Background: an optimization exercise with open tools, aiming at small area. Do not read the settings as production practice. At most, simulation tests tie the RTL to the original design; equivalence was not proved. No activity file was given, so power comes from the tool's default toggle rates.

==> inputs of exp/umber <==
// dma_probe
  ...
==> module probe_core, before the edit <==
module probe_core (
    input  wire         clk,
    input  wire         rst_n,
    input  wire         en,
    input  wire [2:0]   sel,
    input  wire [16:0]  size,
    output reg  [16:0]  data_num,
    input  wire [255:0] s_tdata,
    input  wire [7:0]   s_tvalid,
    input  wire [31:0]  s_tkeep,
    input  wire [7:0]   s_tready,       
    output reg  [31:0]  probe_axis_tdata,
    output reg          probe_axis_tvalid,
    output reg          probe_axis_tlast,
    output reg  [3:0]   probe_axis_tkeep,
    input  wire         probe_axis_tready
);
wire [7:0] sel_oh = 8'd1 << sel;
wire [7:0] vsel   = sel_oh & s_tvalid;    
wire t_ready = |(sel_oh & s_tready);
wire t_valid = |vsel;
reg [31:0] t_data;
reg [3:0]  t_nkeep;    
integer i;
always @(*) begin
    t_data  = 32'd0;
    t_nkeep = 4'd0;
    for (i = 0; i < 8; i = i + 1) begin
        t_data  = t_data  | ({32{vsel[i]}} & s_tdata[32*i +: 32]);
        t_nkeep = t_nkeep | ({4{vsel[i]}}  & ~s_tkeep[4*i +: 4]);
    end
end
reg en_q;
reg xfer;
wire done = ~xfer & probe_axis_tvalid;
reg [9:0]  wait_lfsr;
wire [9:0] wait_next = {wait_lfsr[8:0], ~(wait_lfsr[9] ^ wait_lfsr[6])};
wire [16:0] last_num = size - 17'd1 - {16'd0, probe_axis_tvalid};
wire start = ~xfer & ~done & en & ~en_q;
wire step  = xfer & probe_axis_tready & t_ready;
wire tmo   = (wait_lfsr == 10'h164);
wire hit   = (|size) & (data_num == last_num);
wire fin   = step & (t_valid ? hit : tmo);
wire last_real = ~wait_lfsr[6];
always @(posedge clk or negedge rst_n) begin
    if (!rst_n)
        en_q <= 1'b0;
    else
        en_q <= en;
end
always @(posedge clk or negedge rst_n) begin
    if (!rst_n) begin
        xfer <= 1'b0;
        probe_axis_tvalid <= 1'b0;
        data_num <= 17'd0;
    end else begin
        if (start) begin
            xfer <= 1'b1;
            data_num <= 17'd0;
        end else if (step) begin
            if (fin)
                xfer <= 1'b0;
            probe_axis_tvalid <= t_valid | tmo;
            if (probe_axis_tvalid)
                data_num <= data_num + 17'd1;
        end else if (done & probe_axis_tready) begin
            probe_axis_tvalid <= 1'b0;
            if (last_real)
                data_num <= data_num + 17'd1;
        end
    end
end
always @(posedge clk) begin
    if ((~xfer & ~done) | (step & t_valid))
        wait_lfsr <= 10'd0;
    else if (step)
        wait_lfsr <= wait_next;
end
always @(posedge clk) begin
    if (step) begin
        probe_axis_tdata <= t_data;
        probe_axis_tkeep <= ~t_nkeep;
        probe_axis_tlast <= ~t_valid | hit;
    end
end
endmodule
Settings: LEC_CHECK=0, CAP_MARGIN=20, CORE_AREA=5 5 245 245, DIE_AREA=0 0 250 250, PLACE_DENSITY=0.9, SLEW_MARGIN=20; clock period 5.0 ns.
standard.sh (not shown) runs the stock make flow with config.mk's settings and CLKGATE_MAP_FILE= SYNTH_SCRIPT=/design/flow/synth_recipe.tcl, a recipe that flattens the netlist after the stock synthesis.
==> flow/flow/run.sh <==
#!/bin/bash
# The standard layout (standard.sh, standard synthesis unchanged) with two changes:
#  - global placement buffers every input and output port with the smallest buffer,
#    sky130_fd_sc_hd__buf_1, rather than the resizer's default pick;
#  - clock tree synthesis uses clkbuf_8 leaf clusters of at most 16 sinks within 80 um
#    and no dummy loads. The tree is still balanced for the registers it drives.
set -euo pipefail
export BUFFER_PORTS_ARGS="-buffer_cell sky130_fd_sc_hd__buf_1"
export CTS_ARGS="-sink_clustering_enable -repair_clock_nets -dont_use_dummy_load -sink_clustering_size 16 -sink_clustering_max_diameter 80 -buf_list sky130_fd_sc_hd__clkbuf_8"
bash standard.sh synth > synth.log 2>&1
bash standard.sh finish > layout.log 2>&1
==> inputs of exp/tundra, as changes to exp/umber <==
--- a/flow/design.v
+++ b/flow/design.v
@@ -136,13 +136,12 @@
 reg en_q;
-reg xfer;
-wire done = ~xfer & probe_axis_tvalid;
-reg [9:0]  wait_lfsr;
-wire [9:0] wait_next = {wait_lfsr[8:0], ~(wait_lfsr[9] ^ wait_lfsr[6])};
-wire [16:0] last_num = size - 17'd1 - {16'd0, probe_axis_tvalid};
+reg xfer, done;           
+reg [9:0]  wait_time;     
+reg [16:0] data_cnt;      
 wire start = ~xfer & ~done & en & ~en_q;
 wire step  = xfer & probe_axis_tready & t_ready;
-wire tmo   = (wait_lfsr == 10'h164);
-wire hit   = (|size) & (data_num == last_num);
+wire tmo   = &{wait_time[9:5], wait_time[3]};
+wire [17:0] cnt_inc = {1'b0, data_cnt} + 18'd1;
+wire hit   = (cnt_inc == {1'b0, size});
 wire fin   = step & (t_valid ? hit : tmo);
-wire last_real = ~wait_lfsr[6];
+wire last_real = ~wait_time[3];
 always @(posedge clk or negedge rst_n) begin
@@ -156,2 +155,3 @@
         xfer <= 1'b0;
+        done <= 1'b0;
         probe_axis_tvalid <= 1'b0;
@@ -163,4 +163,6 @@
         end else if (step) begin
-            if (fin)
+            if (fin) begin
                 xfer <= 1'b0;
+                done <= 1'b1;
+            end
             probe_axis_tvalid <= t_valid | tmo;
@@ -169,2 +171,3 @@
         end else if (done & probe_axis_tready) begin
+            done <= 1'b0;
             probe_axis_tvalid <= 1'b0;
@@ -176,6 +179,13 @@
 always @(posedge clk) begin
-    if ((~xfer & ~done) | (step & t_valid))
-        wait_lfsr <= 10'd0;
-    else if (step)
-        wait_lfsr <= wait_next;
+    if (start) begin
+        wait_time <= 10'd0;
+        data_cnt  <= 17'd0;
+    end else if (step) begin
+        if (t_valid) begin
+            wait_time <= 10'd0;
+            data_cnt  <= cnt_inc[16:0];
+        end else begin
+            wait_time <= wait_time + 10'd1;
+        end
+    end
 end
==> flow/run.sh (new file) <==
#!/bin/bash
# synth_recipe.tcl (not shown) runs the flow's synth.tcl, then flattens the netlist and writes it again
# the make line also repeats each setting of config.mk as NAME=value (left out here)
make -C /OpenROAD-flow-scripts/flow DESIGN_CONFIG=/design/flow/config.mk WORK_HOME=/design/flow/orfs CLKGATE_MAP_FILE= SYNTH_SCRIPT=/design/flow/synth_recipe.tcl finish
--- a/flow/config.mk
+++ b/flow/config.mk
@@ -10,3 +10,2 @@
 export DIE_AREA = 0 0 250 250
-export PLACE_DENSITY = 0.9
 export SLEW_MARGIN = 20
removed: flow/flow/run.sh
removed: flow/standard.sh
==> inputs of exp/raven, as changes to exp/umber <==
--- a/flow/design.v
+++ b/flow/design.v
@@ -136,13 +136,12 @@
 reg en_q;
-reg xfer;
-wire done = ~xfer & probe_axis_tvalid;
-reg [9:0]  wait_lfsr;
-wire [9:0] wait_next = {wait_lfsr[8:0], ~(wait_lfsr[9] ^ wait_lfsr[6])};
-wire [16:0] last_num = size - 17'd1 - {16'd0, probe_axis_tvalid};
+reg xfer, done;           
+reg [9:0]  wait_time;     
+reg [16:0] data_cnt;      
 wire start = ~xfer & ~done & en & ~en_q;
 wire step  = xfer & probe_axis_tready & t_ready;
-wire tmo   = (wait_lfsr == 10'h164);
-wire hit   = (|size) & (data_num == last_num);
+wire tmo   = &{wait_time[9:5], wait_time[3]};
+wire [17:0] cnt_inc = {1'b0, data_cnt} + 18'd1;
+wire hit   = (cnt_inc == {1'b0, size});
 wire fin   = step & (t_valid ? hit : tmo);
-wire last_real = ~wait_lfsr[6];
+wire last_real = ~wait_time[3];
 always @(posedge clk or negedge rst_n) begin
@@ -156,2 +155,3 @@
         xfer <= 1'b0;
+        done <= 1'b0;
         probe_axis_tvalid <= 1'b0;
@@ -163,4 +163,6 @@
         end else if (step) begin
-            if (fin)
+            if (fin) begin
                 xfer <= 1'b0;
+                done <= 1'b1;
+            end
             probe_axis_tvalid <= t_valid | tmo;
@@ -169,2 +171,3 @@
         end else if (done & probe_axis_tready) begin
+            done <= 1'b0;
             probe_axis_tvalid <= 1'b0;
@@ -176,6 +179,13 @@
 always @(posedge clk) begin
-    if ((~xfer & ~done) | (step & t_valid))
-        wait_lfsr <= 10'd0;
-    else if (step)
-        wait_lfsr <= wait_next;
+    if (start) begin
+        wait_time <= 10'd0;
+        data_cnt  <= 17'd0;
+    end else if (step) begin
+        if (t_valid) begin
+            wait_time <= 10'd0;
+            data_cnt  <= cnt_inc[16:0];
+        end else begin
+            wait_time <= wait_time + 10'd1;
+        end
+    end
 end
==> flow/flow/run.sh (replaced) <==
#!/bin/bash
# Standard ORFS layout (the standard.sh, unchanged synthesis), except that the
# port buffers that global placement inserts on every input and output use the
# smallest buffer, sky130_fd_sc_hd__buf_1, instead of the resizer's default choice.
set -euo pipefail
export BUFFER_PORTS_ARGS="-buffer_cell sky130_fd_sc_hd__buf_1"
bash standard.sh synth > synth.log 2>&1
bash standard.sh finish > layout.log 2>&1
--- a/flow/config.mk
+++ b/flow/config.mk
@@ -10,3 +10,2 @@
 export DIE_AREA = 0 0 250 250
-export PLACE_DENSITY = 0.9
 export SLEW_MARGIN = 20
==> inputs of exp/pepper, as changes to exp/umber <==
--- a/flow/design.v
+++ b/flow/design.v
@@ -136,4 +136,3 @@
 reg en_q;
-reg xfer;
-wire done = ~xfer & probe_axis_tvalid;
+reg xfer, done;           
 reg [9:0]  wait_lfsr;
@@ -156,2 +155,3 @@
         xfer <= 1'b0;
+        done <= 1'b0;
         probe_axis_tvalid <= 1'b0;
@@ -163,4 +163,6 @@
         end else if (step) begin
-            if (fin)
+            if (fin) begin
                 xfer <= 1'b0;
+                done <= 1'b1;
+            end
             probe_axis_tvalid <= t_valid | tmo;
@@ -169,2 +171,3 @@
         end else if (done & probe_axis_tready) begin
+            done <= 1'b0;
             probe_axis_tvalid <= 1'b0;
@@ -176,3 +179,3 @@
 always @(posedge clk) begin
-    if ((~xfer & ~done) | (step & t_valid))
+    if (start | (step & t_valid))
         wait_lfsr <= 10'd0;
--- a/flow/flow/run.sh
+++ b/flow/flow/run.sh
@@ -4,3 +4,3 @@
 #    sky130_fd_sc_hd__buf_1, rather than the resizer's default pick;
-#  - clock tree synthesis uses clkbuf_8 leaf clusters of at most 16 sinks within 80 um
+#  - clock tree synthesis uses clkbuf_8 leaf clusters of at most 16 sinks within 50 um
 #    and no dummy loads. The tree is still balanced for the registers it drives.
--- a/flow/config.mk
+++ b/flow/config.mk
@@ -10,3 +10,2 @@
 export DIE_AREA = 0 0 250 250
-export PLACE_DENSITY = 0.9
 export SLEW_MARGIN = 20
==> qor summary <==
Post-placement cell area: exp/pepper 16700 um^2; exp/umber 16800 um^2; exp/raven 17500 um^2; exp/tundra 22100 um^2
Sum of buffers and inverters on the critical path: exp/pepper 1; exp/umber 3; exp/raven 0; exp/tundra 2
Post-detailed-route via-to-cell ratio: exp/pepper 4.76; exp/umber 4.81; exp/raven 4.75; exp/tundra 4.67
Status: exp/pepper finished clean; exp/umber finished clean; exp/raven finished clean; exp/tundra finished clean
Global routing met2 resource utilization: exp/pepper 0.355; exp/umber 0.303; exp/raven 0.336; exp/tundra 0.362
Crit path largest cell delay: exp/pepper 0.95 ns; exp/umber 0.60 ns; exp/raven 1.01 ns; exp/tundra 0.97 ns
Cell at the root of the clock tree: exp/pepper sky130_fd_sc_hd__clkbuf_8; exp/umber sky130_fd_sc_hd__clkbuf_8; exp/raven sky130_fd_sc_hd__clkbuf_16; exp/tundra sky130_fd_sc_hd__clkbuf_16
Vias in the first global route: exp/pepper 11808; exp/umber 11913; exp/raven 12728; exp/tundra 12622
Power Density: exp/pepper 352 nW/um^2; exp/umber 351 nW/um^2; exp/raven 432 nW/um^2; exp/tundra 359 nW/um^2
Multiplexer share of the synthesized area: exp/pepper 0.0187; exp/umber 0.0109; exp/raven 0.00823; exp/tundra 0.00823
Simple-gate share of the synthesized area: exp/pepper 0.0978; exp/umber 0.106; exp/raven 0.122; exp/tundra 0.122
Largest fanout on the critical path: exp/pepper 48; exp/umber 23; exp/raven 20; exp/tundra 22
Cell leakage power: exp/pepper 6.09 nW; exp/umber 6.07 nW; exp/raven 6.92 nW; exp/tundra 8.87 nW
Worst-case setup margin in the final layout: exp/pepper 1.86 ns; exp/umber 1.62 ns; exp/raven 1.58 ns; exp/tundra 1.83 ns
NetSw: exp/pepper 1.61 mW; exp/umber 1.60 mW; exp/raven 2.02 mW; exp/tundra 2.02 mW
Inverters, non-clock: exp/pepper 10; exp/umber 12; exp/raven 7; exp/tundra 7
Repair and plain buffers: exp/pepper 756; exp/umber 757; exp/raven 761; exp/tundra 759
Combinational Power Share: exp/pepper 0.093; exp/umber 0.106; exp/raven 0.073; exp/tundra 0.116
Sequential group share of total power: exp/pepper 0.611; exp/umber 0.617; exp/raven 0.466; exp/tundra 0.453
Overall global routing resource usage: exp/pepper 0.228; exp/umber 0.214; exp/raven 0.216; exp/tundra 0.224
Worst-margin pin slew: exp/pepper 0.955 ns; exp/umber 0.946 ns; exp/raven 1.05 ns; exp/tundra 1.03 ns
Final core utilization: exp/pepper 0.301; exp/umber 0.302; exp/raven 0.336; exp/tundra 0.415
Post-layout net count: exp/pepper 2124; exp/umber 2135; exp/raven 2237; exp/tundra 2236
Fraction of the cycle the final worst path needs: exp/pepper 0.627; exp/umber 0.676; exp/raven 0.683; exp/tundra 0.634
Count of state elements after synthesis: exp/pepper 425; exp/umber 424; exp/raven 442; exp/tundra 442
No functional check of the RTL was part of exp/umber.

* * *

==> inputs of v19 <==
dma_probe with an RTL version that a note above also has.
==> flow/design.v (excerpt) <==
module dma_probe (ap_clk,ap_rst_n,s_axi_control_AWVALID,s_axi_control_AWREADY,s_axi_control_AWADDR,s_axi_control_WVALID,s_axi_control_WREADY,s_axi_control_WDATA,s_axi_control_WSTRB,s_axi_control_ARVALID,s_axi_control_ARREADY,s_axi_control_ARADDR,s_axi_control_RVALID,s_axi_control_RREADY,s_axi_control_RDATA,s_axi_control_RRESP,s_axi_control_BVALID,s_axi_control_BREADY,s_axi_control_BRESP,data_num,s0_axis_tdata,s0_axis_tvalid,s0_axis_tlast,s0_axis_tkeep,s0_axis_tready,s1_axis_tdata,s1_axis_tvalid,s1_axis_tlast,s1_axis_tkeep,s1_axis_tready,s2_axis_tdata,s2_axis_tvalid,s2_axis_tlast,s2_axis_tkeep,s2_axis_tready,s3_axis_tdata,s3_axis_tvalid,s3_axis_tlast,s3_axis_tkeep,s3_axis_tready,s4_axis_tdata,s4_axis_tvalid,s4_axis_tlast,s4_axis_tkeep,s4_axis_tready,s5_axis_tdata,s5_axis_tvalid,s5_axis_tlast,s5_axis_tkeep,s5_axis_tready,s6_axis_tdata,s6_axis_tvalid,s6_axis_tlast,s6_axis_tkeep,s6_axis_tready,s7_axis_tdata,s7_axis_tvalid,s7_axis_tlast,s7_axis_tkeep,s7_axis_tready,probe_axis_tdata,probe_axis_tvalid,probe_axis_tlast,probe_axis_tkeep,probe_axis_tready,m0_axis_tdata,m0_axis_tvalid,m0_axis_tlast,m0_axis_tkeep,m0_axis_tready,m1_axis_tdata,m1_axis_tvalid,m1_axis_tlast,m1_axis_tkeep,m1_axis_tready,m2_axis_tdata,m2_axis_tvalid,m2_axis_tlast,m2_axis_tkeep,m2_axis_tready,m3_axis_tdata,m3_axis_tvalid,m3_axis_tlast,m3_axis_tkeep,m3_axis_tready,m4_axis_tdata,m4_axis_tvalid,m4_axis_tlast,m4_axis_tkeep,m4_axis_tready,m5_axis_tdata,m5_axis_tvalid,m5_axis_tlast,m5_axis_tkeep,m5_axis_tready,m6_axis_tdata,m6_axis_tvalid,m6_axis_tlast,m6_axis_tkeep,m6_axis_tready,m7_axis_tdata,m7_axis_tvalid,m7_axis_tlast,m7_axis_tkeep,m7_axis_tready);
parameter width=32;
parameter num=8;
parameter timeout=1000;
localparam C_S_AXI_CONTROL_ADDR_WIDTH=6;
localparam C_S_AXI_CONTROL_DATA_WIDTH=32;
localparam C_S_AXI_CONTROL_WSTRB_WIDTH=(32/8);
input ap_clk;
input ap_rst_n;
input s_axi_control_AWVALID;
output s_axi_control_AWREADY;
input [C_S_AXI_CONTROL_ADDR_WIDTH-1:0] s_axi_control_AWADDR;
input s_axi_control_WVALID;
output s_axi_control_WREADY;
input [C_S_AXI_CONTROL_DATA_WIDTH-1:0] s_axi_control_WDATA;
input [C_S_AXI_CONTROL_WSTRB_WIDTH-1:0] s_axi_control_WSTRB;
input s_axi_control_ARVALID;
output s_axi_control_ARREADY;
  ...
==> module probe_core, before the edit <==
module probe_core (
    input  wire         clk,
    input  wire         rst_n,
    input  wire         en,
    input  wire [2:0]   sel,
    input  wire [16:0]  size,
    output reg  [16:0]  data_num,
    input  wire [255:0] s_tdata,
    input  wire [7:0]   s_tvalid,
    input  wire [31:0]  s_tkeep,
    input  wire [7:0]   s_tready,       
    output reg  [31:0]  probe_axis_tdata,
    output reg          probe_axis_tvalid,
    output reg          probe_axis_tlast,
    output reg  [3:0]   probe_axis_tkeep,
    input  wire         probe_axis_tready
);
wire [7:0] sel_oh = 8'd1 << sel;
wire [7:0] vsel   = sel_oh & s_tvalid;    
wire t_ready = |(sel_oh & s_tready);
wire t_valid = |vsel;
reg [31:0] t_data;
reg [3:0]  t_nkeep;    
integer i;
always @(*) begin
    t_data  = 32'd0;
    t_nkeep = 4'd0;
    for (i = 0; i < 8; i = i + 1) begin
        t_data  = t_data  | ({32{vsel[i]}} & s_tdata[32*i +: 32]);
        t_nkeep = t_nkeep | ({4{vsel[i]}}  & ~s_tkeep[4*i +: 4]);
    end
end
reg en_q;
reg xfer, done;           
reg [9:0]  wait_lfsr;
wire [9:0] wait_next = {wait_lfsr[8:0], ~(wait_lfsr[9] ^ wait_lfsr[6])};
wire [16:0] last_num = size - 17'd1 - {16'd0, probe_axis_tvalid};
wire start = ~xfer & ~done & en & ~en_q;
wire step  = xfer & probe_axis_tready & t_ready;
wire tmo   = (wait_lfsr == 10'h164);
wire hit   = (|size) & (data_num == last_num);
wire fin   = step & (t_valid ? hit : tmo);
wire last_real = ~wait_lfsr[6];
always @(posedge clk or negedge rst_n) begin
    if (!rst_n)
        en_q <= 1'b0;
    else
        en_q <= en;
end
always @(posedge clk or negedge rst_n) begin
    if (!rst_n) begin
        xfer <= 1'b0;
        done <= 1'b0;
        probe_axis_tvalid <= 1'b0;
        data_num <= 17'd0;
    end else begin
        if (start) begin
            xfer <= 1'b1;
            data_num <= 17'd0;
        end else if (step) begin
            if (fin) begin
                xfer <= 1'b0;
                done <= 1'b1;
            end
            probe_axis_tvalid <= t_valid | tmo;
            if (probe_axis_tvalid)
                data_num <= data_num + 17'd1;
        end else if (done & probe_axis_tready) begin
            done <= 1'b0;
            probe_axis_tvalid <= 1'b0;
            if (last_real)
                data_num <= data_num + 17'd1;
        end
    end
end
always @(posedge clk) begin
    if (start | (step & t_valid))
        wait_lfsr <= 10'd0;
    else if (step)
        wait_lfsr <= wait_next;
end
always @(posedge clk) begin
    if (step) begin
        probe_axis_tdata <= t_data;
        probe_axis_tkeep <= ~t_nkeep;
        probe_axis_tlast <= ~t_valid | hit;
    end
end
endmodule
export LEC_CHECK = 0
export CAP_MARGIN = 20
export CORE_AREA = 5 5 245 245
export DIE_AREA = 0 0 250 250
export SLEW_MARGIN = 20
create_clock -name core_clock -period 5.0 [get_ports {ap_clk}]
==> flow/flow/run.sh <==
#!/bin/bash
set -euo pipefail
export BUFFER_PORTS_ARGS="-buffer_cell sky130_fd_sc_hd__buf_1"
export CTS_ARGS="-sink_clustering_enable -repair_clock_nets -dont_use_dummy_load -sink_clustering_size 16 -sink_clustering_max_diameter 50 -buf_list sky130_fd_sc_hd__clkbuf_8"
bash standard.sh synth > synth.log 2>&1
bash standard.sh finish > layout.log 2>&1
==> v27: changes against v19 <==
--- a/flow/design.v
+++ b/flow/design.v
@@ -178,5 +178,5 @@
 end
 always @(posedge clk) begin
-    if (start | (step & t_valid))
+    if ((~xfer & ~done) | (step & t_valid))
         wait_lfsr <= 10'd0;
     else if (step)
==> flow/flow/run.sh (replaced) <==
#!/bin/bash
# The standard layout (standard.sh, standard synthesis unchanged) with two changes:
#  - global placement buffers every input and output port with the smallest buffer,
#    sky130_fd_sc_hd__buf_1, rather than the resizer's default pick;
#  - clock tree synthesis uses clkbuf_8 leaf clusters of at most 16 sinks within 80 um
#    and no dummy loads. The tree is still balanced for the registers it drives.
set -euo pipefail
export BUFFER_PORTS_ARGS="-buffer_cell sky130_fd_sc_hd__buf_1"
export CTS_ARGS="-sink_clustering_enable -repair_clock_nets -dont_use_dummy_load -sink_clustering_size 18 -sink_clustering_max_diameter 80 -buf_list sky130_fd_sc_hd__clkbuf_8"
bash standard.sh synth > synth.log 2>&1
bash standard.sh finish > layout.log 2>&1
--- a/flow/config.mk
+++ b/flow/config.mk
@@ -9,3 +9,4 @@
 export CORE_AREA = 5 5 245 245
 export DIE_AREA = 0 0 250 250
+export PLACE_DENSITY = 0.9
 export SLEW_MARGIN = 20
==> summary.txt <==
| metric | v27 | v19 |
|---|---|---|
| Result of the run | timing/DRC/antenna clean | timing/DRC/antenna clean |
| Final Instance Area | 17,220 um^2 | 17,420 um^2 |
| Antenna cell count | 34 | 21 |
| Worst path bufs/invs | 2 | 1 |
| Critical register-to-register path endpoint | U_core.wait_lfsr[8]$_SDFFE_PP0P_ | U_core.xfer$_DFFE_PN0P_ |
| Pin count of the biggest net entering global routing | 49 | 64 |
| Fraction of standard cell area in multi-input logic | 20.78% | 20.60% |
| Worst hold path cell count | 1 | 0 |
| Worst relative slew slack | 30.18% | 38.19% |
| Slowest cell delay on critical path | 920 ps | 930 ps |
| Vias in the first global route | 11,847 | 11,864 |
| Routed met1 length | 27.43 mm | 29.10 mm |
| Mux share of post-synthesis cell area | 1.930% | 1.867% |
| Synth Area in Adders | 0.2867% | 0.2858% |
| Layout Skew | 84.94 ps | 83.61 ps |
| Count of clock-net buffers in the final layout | 31 | 46 |
| Yosys cell types | 66 | 57 |
| Clk network pwr share | 27.6% | 31.4% |
| Initial Utilization | 22.82% | 22.89% |
| Power spent charging and discharging nets | 1551 uW | 1622 uW |
| Total global-route track usage | 22.83% | 22.77% |
| Average detailed-routed wire length per instance | 30.05 um | 29.71 um |
| Worst Min Path Start | s5_axis_tlast | U_ctrl_s_axi.int_en$_SDFFE_PN0P_ |
| Number of cells after detailed placement | 2,474 | 2,479 |
| Setup slack after placement | 1528 ps | 1707 ps |
| Total met3 wirelength after detailed routing | 11.28 mm | 10.12 mm |
| Syn_area_per_cell | 13.00 um^2 | 12.91 um^2 |

[re-timing with driven ports]
No port has a modelled driver above. Below, the same layouts with a new extraction and two added sets of constraints. Step 1 sets driving cells, clkbuf_16 on the clock port and buf_2 on the other inputs (assumed; they add their load-dependent delay and slew). Step 2 adds t to the input delays and takes it off the output delays; t is the mean of the earliest and latest rising clock arrival at the registers after step 1. Input paths then give back, and output paths get back, about the clock's delay inside the block. a / b / c = no drivers / after step 1 / after step 2; a / b = the first two.
| run | shift t [ns] | slack for setup (ns) | hold slack, ns |
|---|---|---|---|
| exp/umber | 0.609 | 1.622 / 1.622 / 1.622 | 0.418 / 0.418 / 0.418 |
| exp/tundra | 0.629 | 1.832 / 1.798 / 1.403 | 0.421 / 0.421 / 0.421 |
| exp/raven | 0.619 | 1.584 / 1.584 / 1.398 | 0.409 / 0.409 / 0.409 |
| exp/pepper | 0.631 | 1.863 / 1.863 / 1.792 | 0.450 / 0.450 / 0.450 |
| v19 | 0.645 | 1.875 / 1.875 / 1.816 | 0.419 / 0.419 / 0.419 |
| v27 | 0.699 | 1.560 / 1.560 / 1.560 | 0.398 / 0.369 / 0.428 |
After both steps setup and hold are still met in every run listed. The setup slack of exp/tundra, which loses most, moves by -0.034 ns with the drivers and by -0.429 ns with both steps.
